This design comes from an exercise in tuning for small area on the open sky130 flow, not from production work. Function was checked by simulation only, so behaviour that the tests miss may differ from the original.

Design waveform_generator_v5, start of the top module:
module waveform_generator_v5 #(
    parameter integer DATA_WIDTH    = 16,
    parameter integer IDX_W         = 5,
    parameter integer GAIN_W        = 8,
    parameter integer LUT_ADDR_W    = 6,
    parameter integer PHASE_W       = 16,
    parameter integer STARTUP_DELAY = 0
)(
    input  wire                   clk,
    input  wire                   rst_n,
    input  wire [31:0]            s_axis_tdata,
    input  wire                   s_axis_tvalid,
    output wire                   s_axis_tready,
    output wire                   active_bank_o,
    output wire [31:0]            m_axis_tdata,
    output wire                   m_axis_tvalid,
    input  wire                   m_axis_tready
);
clock: 11.0 ns
lec_check: 0
abc_area: 1
abc_clock_period_in_ps: 11000
cap_margin: 20
core_margin: 2
core_utilization: 50
cts_buf_list: sky130_fd_sc_hd__clkbuf_4
slew_margin: 20
run.sh (not shown) runs the stock make flow with config.mk's settings and CLKGATE_MAP_FILE= SYNTH_SCRIPT=/design/flow/synth_recipe.tcl, a recipe that flattens the netlist after the stock synthesis.
==> next run, changes <==
- CTS_BUF_LIST: sky130_fd_sc_hd__clkbuf_4 -> sky130_fd_sc_hd__clkbuf_16
- CTS_CLUSTER_DIAMETER: default -> 150
- CTS_CLUSTER_SIZE: default -> 30
What happened:
- cell count falls by a few percent
- critical path depth does not change
- final area fell by a few percent
- core utilization drops by 1.1 points

waveform_generator_v5, a different RTL version from the one above (not shown whole).
Size in the first run: about 8,800 cells after synthesis, about 71 I/O pins, about 89,000 sq um of cells after synthesis.
clock: 11.0 ns
lec_check: 0
abc_area: 1
abc_clock_period_in_ps: 11000
cap_margin: 20
core_margin: 2
core_utilization: 62
cts_buf_list: sky130_fd_sc_hd__clkbuf_16
cts_cluster_diameter: 120
cts_cluster_size: 24
slew_margin: 20
standard.sh (not shown) runs the stock make flow with config.mk's settings and CLKGATE_MAP_FILE= SYNTH_SCRIPT=/design/flow/synth_recipe.tcl, a recipe that flattens the netlist after the stock synthesis.
==> flow/flow/run.sh <==
#!/bin/bash
# Own flow: the standard synthesis, then netlist clean-up, then the standard flow's
# standard layout from the cleaned netlist to finish.
# Clean-up (flow/fainv.py, flow/reabc.sh), repeated three times:
#  * fainv.py removes redundant inverters around full-adder cells (sky130 fa
#    is self-dual, so an adder may take complemented inputs and give
#    complemented outputs; xor2/xnor2 absorb inverted inputs);
#  * reabc.sh re-maps the remaining combinational cells with ABC for area,
#    keeping flip-flops, full-adder cells and tie cells as they are.
# Registers (names, count, cell types) are those of the standard synthesis.
set -euo pipefail
R=orfs/results/${FLOW_PLATFORM}/waveform_generator_v5/base
bash standard.sh synth > flow_synth.log 2>&1
cp "$R/1_2_yosys.v" net_0.v
python3 flow/fainv.py net_0.v net_1.v > fainv_1.log 2>&1
bash flow/reabc.sh net_1.v net_2.v reabc_2.log > /dev/null
python3 flow/fainv.py net_2.v net_3.v > fainv_3.log 2>&1
bash flow/reabc.sh net_3.v net_4.v reabc_4.log > /dev/null
python3 flow/fainv.py net_4.v net_5.v > fainv_5.log 2>&1
cp net_5.v "$R/1_2_yosys.v"
rm -f "$R/1_synth.odb" "$R/1_synth.sdc"
bash standard.sh > flow_finish.log 2>&1
==> flow/flow/reabc.sh <==
#!/bin/bash
# Re-map the combinational standard cells of a mapped netlist with ABC for
# area; flip-flops, adder cells (fa/ha) and tie cells are kept as they are
# (same instances, same names); half adders are re-mapped too.  usage: reabc.sh in.v out.v log
set -euo pipefail
LIB=${FLOW_HOME}/platforms/${FLOW_PLATFORM}/lib/sky130_fd_sc_hd__tt_025C_1v80.lib
CFG=${FLOW_HOME}/platforms/${FLOW_PLATFORM}/config.mk
DU=""
for c in $(grep -o "sky130_fd_sc_hd__[a-z0-9_]*" $CFG | sort -u | grep -v "conb\|buf_4\|buf_1\|fill"); do DU="$DU -dont_use $c"; done
DU="$DU -dont_use sky130_fd_sc_hd__clkinv_* -dont_use sky130_fd_sc_hd__clkbuf_* -dont_use sky130_fd_sc_hd__clkdly* -dont_use sky130_fd_sc_hd__dly* -dont_use sky130_fd_sc_hd__probe*"
KEEP=$(grep -o "sky130_fd_sc_hd__\(fa\|df\|edf\|sdf\|conb\)[a-z0-9_]*" $1 | sort -u | tr '\n' ' ')
yosys -l $3 -p "read_liberty -ignore_miss_func $LIB; read_verilog $1; hierarchy -top ${FLOW_TOP}; setattr -mod -set keep_hierarchy 1 $KEEP; flatten; opt_clean; abc -liberty $LIB $DU -script +strash;dc2;dch,-f;map,-a;amap;topo; opt_clean -purge; select ${FLOW_TOP}; write_verilog -noattr -selected $2; tee -o /dev/null stat -liberty $LIB"
Other scripts of this flow, unchanged in this note and not shown: flow/flow/fainv.py
Edit:
--- a/flow/flow/run.sh
+++ b/flow/flow/run.sh
@@ -8,3 +8,3 @@
 #  * reabc.sh re-maps the remaining combinational cells with ABC for area,
-#    keeping flip-flops, full-adder cells and tie cells as they are.
+#    keeping flip-flops, adder cells and tie cells as they are.
 # Registers (names, count, cell types) are those of the standard synthesis.
--- a/flow/flow/reabc.sh
+++ b/flow/flow/reabc.sh
@@ -3,3 +3,3 @@
 # area; flip-flops, adder cells (fa/ha) and tie cells are kept as they are
-# (same instances, same names); half adders are re-mapped too.  usage: reabc.sh in.v out.v log
+# (same instances, same names).  usage: reabc.sh in.v out.v log
 set -euo pipefail
@@ -10,3 +10,3 @@
 DU="$DU -dont_use sky130_fd_sc_hd__clkinv_* -dont_use sky130_fd_sc_hd__clkbuf_* -dont_use sky130_fd_sc_hd__clkdly* -dont_use sky130_fd_sc_hd__dly* -dont_use sky130_fd_sc_hd__probe*"
-KEEP=$(grep -o "sky130_fd_sc_hd__\(fa\|df\|edf\|sdf\|conb\)[a-z0-9_]*" $1 | sort -u | tr '\n' ' ')
+KEEP=$(grep -o "sky130_fd_sc_hd__\(fa\|ha\|df\|edf\|sdf\|conb\)[a-z0-9_]*" $1 | sort -u | tr '\n' ' ')
 yosys -l $3 -p "read_liberty -ignore_miss_func $LIB; read_verilog $1; hierarchy -top ${FLOW_TOP}; setattr -mod -set keep_hierarchy 1 $KEEP; flatten; opt_clean; abc -liberty $LIB $DU -script +strash;dc2;dch,-f;map,-a;amap;topo; opt_clean -purge; select ${FLOW_TOP}; write_verilog -noattr -selected $2; tee -o /dev/null stat -liberty $LIB"
CORE_UTILIZATION = 50   (was 62)
CTS_CLUSTER_DIAMETER = 100   (was 120)
CTS_CLUSTER_SIZE = 20   (was 24)
Critical path depth climbs by 3.
Global-route usage drops by 7.1 points.
Register-to-register slack gains 0.097 ns.
Clock skew fell by 0.057 ns.
Cell count grows by about 4.4%.
Setup slack improves by 0.097 ns.
Core utilization decreases by 13 points.
Routed wire length climbs by 3.0%.
Edit:
--- a/flow/flow/run.sh
+++ b/flow/flow/run.sh
@@ -8,3 +8,3 @@
 #  * reabc.sh re-maps the remaining combinational cells with ABC for area,
-#    keeping flip-flops, adder cells and tie cells as they are.
+#    keeping flip-flops, full-adder cells and tie cells as they are.
 # Registers (names, count, cell types) are those of the standard synthesis.
--- a/flow/flow/reabc.sh
+++ b/flow/flow/reabc.sh
@@ -3,3 +3,3 @@
 # area; flip-flops, adder cells (fa/ha) and tie cells are kept as they are
-# (same instances, same names).  usage: reabc.sh in.v out.v log
+# (same instances, same names); half adders are re-mapped too.  usage: reabc.sh in.v out.v log
 set -euo pipefail
@@ -10,3 +10,3 @@
 DU="$DU -dont_use sky130_fd_sc_hd__clkinv_* -dont_use sky130_fd_sc_hd__clkbuf_* -dont_use sky130_fd_sc_hd__clkdly* -dont_use sky130_fd_sc_hd__dly* -dont_use sky130_fd_sc_hd__probe*"
-KEEP=$(grep -o "sky130_fd_sc_hd__\(fa\|ha\|df\|edf\|sdf\|conb\)[a-z0-9_]*" $1 | sort -u | tr '\n' ' ')
+KEEP=$(grep -o "sky130_fd_sc_hd__\(fa\|df\|edf\|sdf\|conb\)[a-z0-9_]*" $1 | sort -u | tr '\n' ' ')
 yosys -l $3 -p "read_liberty -ignore_miss_func $LIB; read_verilog $1; hierarchy -top ${FLOW_TOP}; setattr -mod -set keep_hierarchy 1 $KEEP; flatten; opt_clean; abc -liberty $LIB $DU -script +strash;dc2;dch,-f;map,-a;amap;topo; opt_clean -purge; select ${FLOW_TOP}; write_verilog -noattr -selected $2; tee -o /dev/null stat -liberty $LIB"
Effect: The new run completed without violations; worst setup slack gets better by 0.14 ns; clock skew climbs by 0.023 ns; first-iteration DRC count drops by a few percent; maximum frequency climbs slightly; global-route usage climbs by 0.30 points; sequential share of layout area climbs by 0.76 points; die area drops by a few percent; via count drops slightly; utilization stays flat.
Edit:
CAP_MARGIN = 10   (was 20)
CORE_UTILIZATION = 62   (was 50)
CTS_CLUSTER_DIAMETER = 120   (was 100)
CTS_CLUSTER_SIZE = 24   (was 20)
SLEW_MARGIN = 10   (was 20)
The new run ran to the end with no violations.
Count of clock-buffer cells in the layout went down by 10.
Worst setup slack is worse by 0.20 ns.
Via count went up by 3.2%.
Wire length went down by 1.6%.
Area after synthesis does not change.
Design area went down by 1.0%.
Fmax went down by 1.9%.
Worst hold slack is better by 0.0065 ns.
Clock skew went up by 0.014 ns.

[separate check: timing with driven ports]
The results above use ideal ports. As a check the final layouts listed here were re-extracted and re-timed, cells and wires unchanged. Step 1, drivers: a clkbuf_16 drives clk and a buf_2 each remaining input, both assumed. Step 2, shift: input delay + t, output delay - t, t = (earliest + latest rising clock arrival at the registers) / 2. This alone moves slack from input paths to output paths. Slacks: no drivers / after step 1 / after step 2; pairs: no drivers / after step 1.
run | t, ns | setup slack, ns | clock arrival spread, ns | worst register clock-pin slew, ns | pins driven straight from the clock port
the first run of note 1 | 1.347 | 1.095 / 1.095 / 1.095 | 0.146 / 0.146 | 0.08 / 0.08 | 1
the second run of note 1 | 0.806 | 1.100 / 1.100 / 1.100 | 0.054 / 0.055 | 0.12 / 0.12 | 1
the first run of note 2 | 0.792 | 0.394 / 0.394 / 0.394 | 0.106 / 0.105 | 0.11 / 0.11 | 1
the second run of note 2 | 0.770 | 0.491 / 0.491 / 0.491 | 0.047 / 0.047 | 0.09 / 0.09 | 1
the third run of note 2 | 0.810 | 0.628 / 0.628 / 0.628 | 0.066 / 0.066 | 0.10 / 0.10 | 1
the fourth run of note 2 | 0.779 | 0.424 / 0.424 / 0.424 | 0.087 / 0.086 | 0.11 / 0.11 | 1
After both steps every run listed still meets setup and hold.
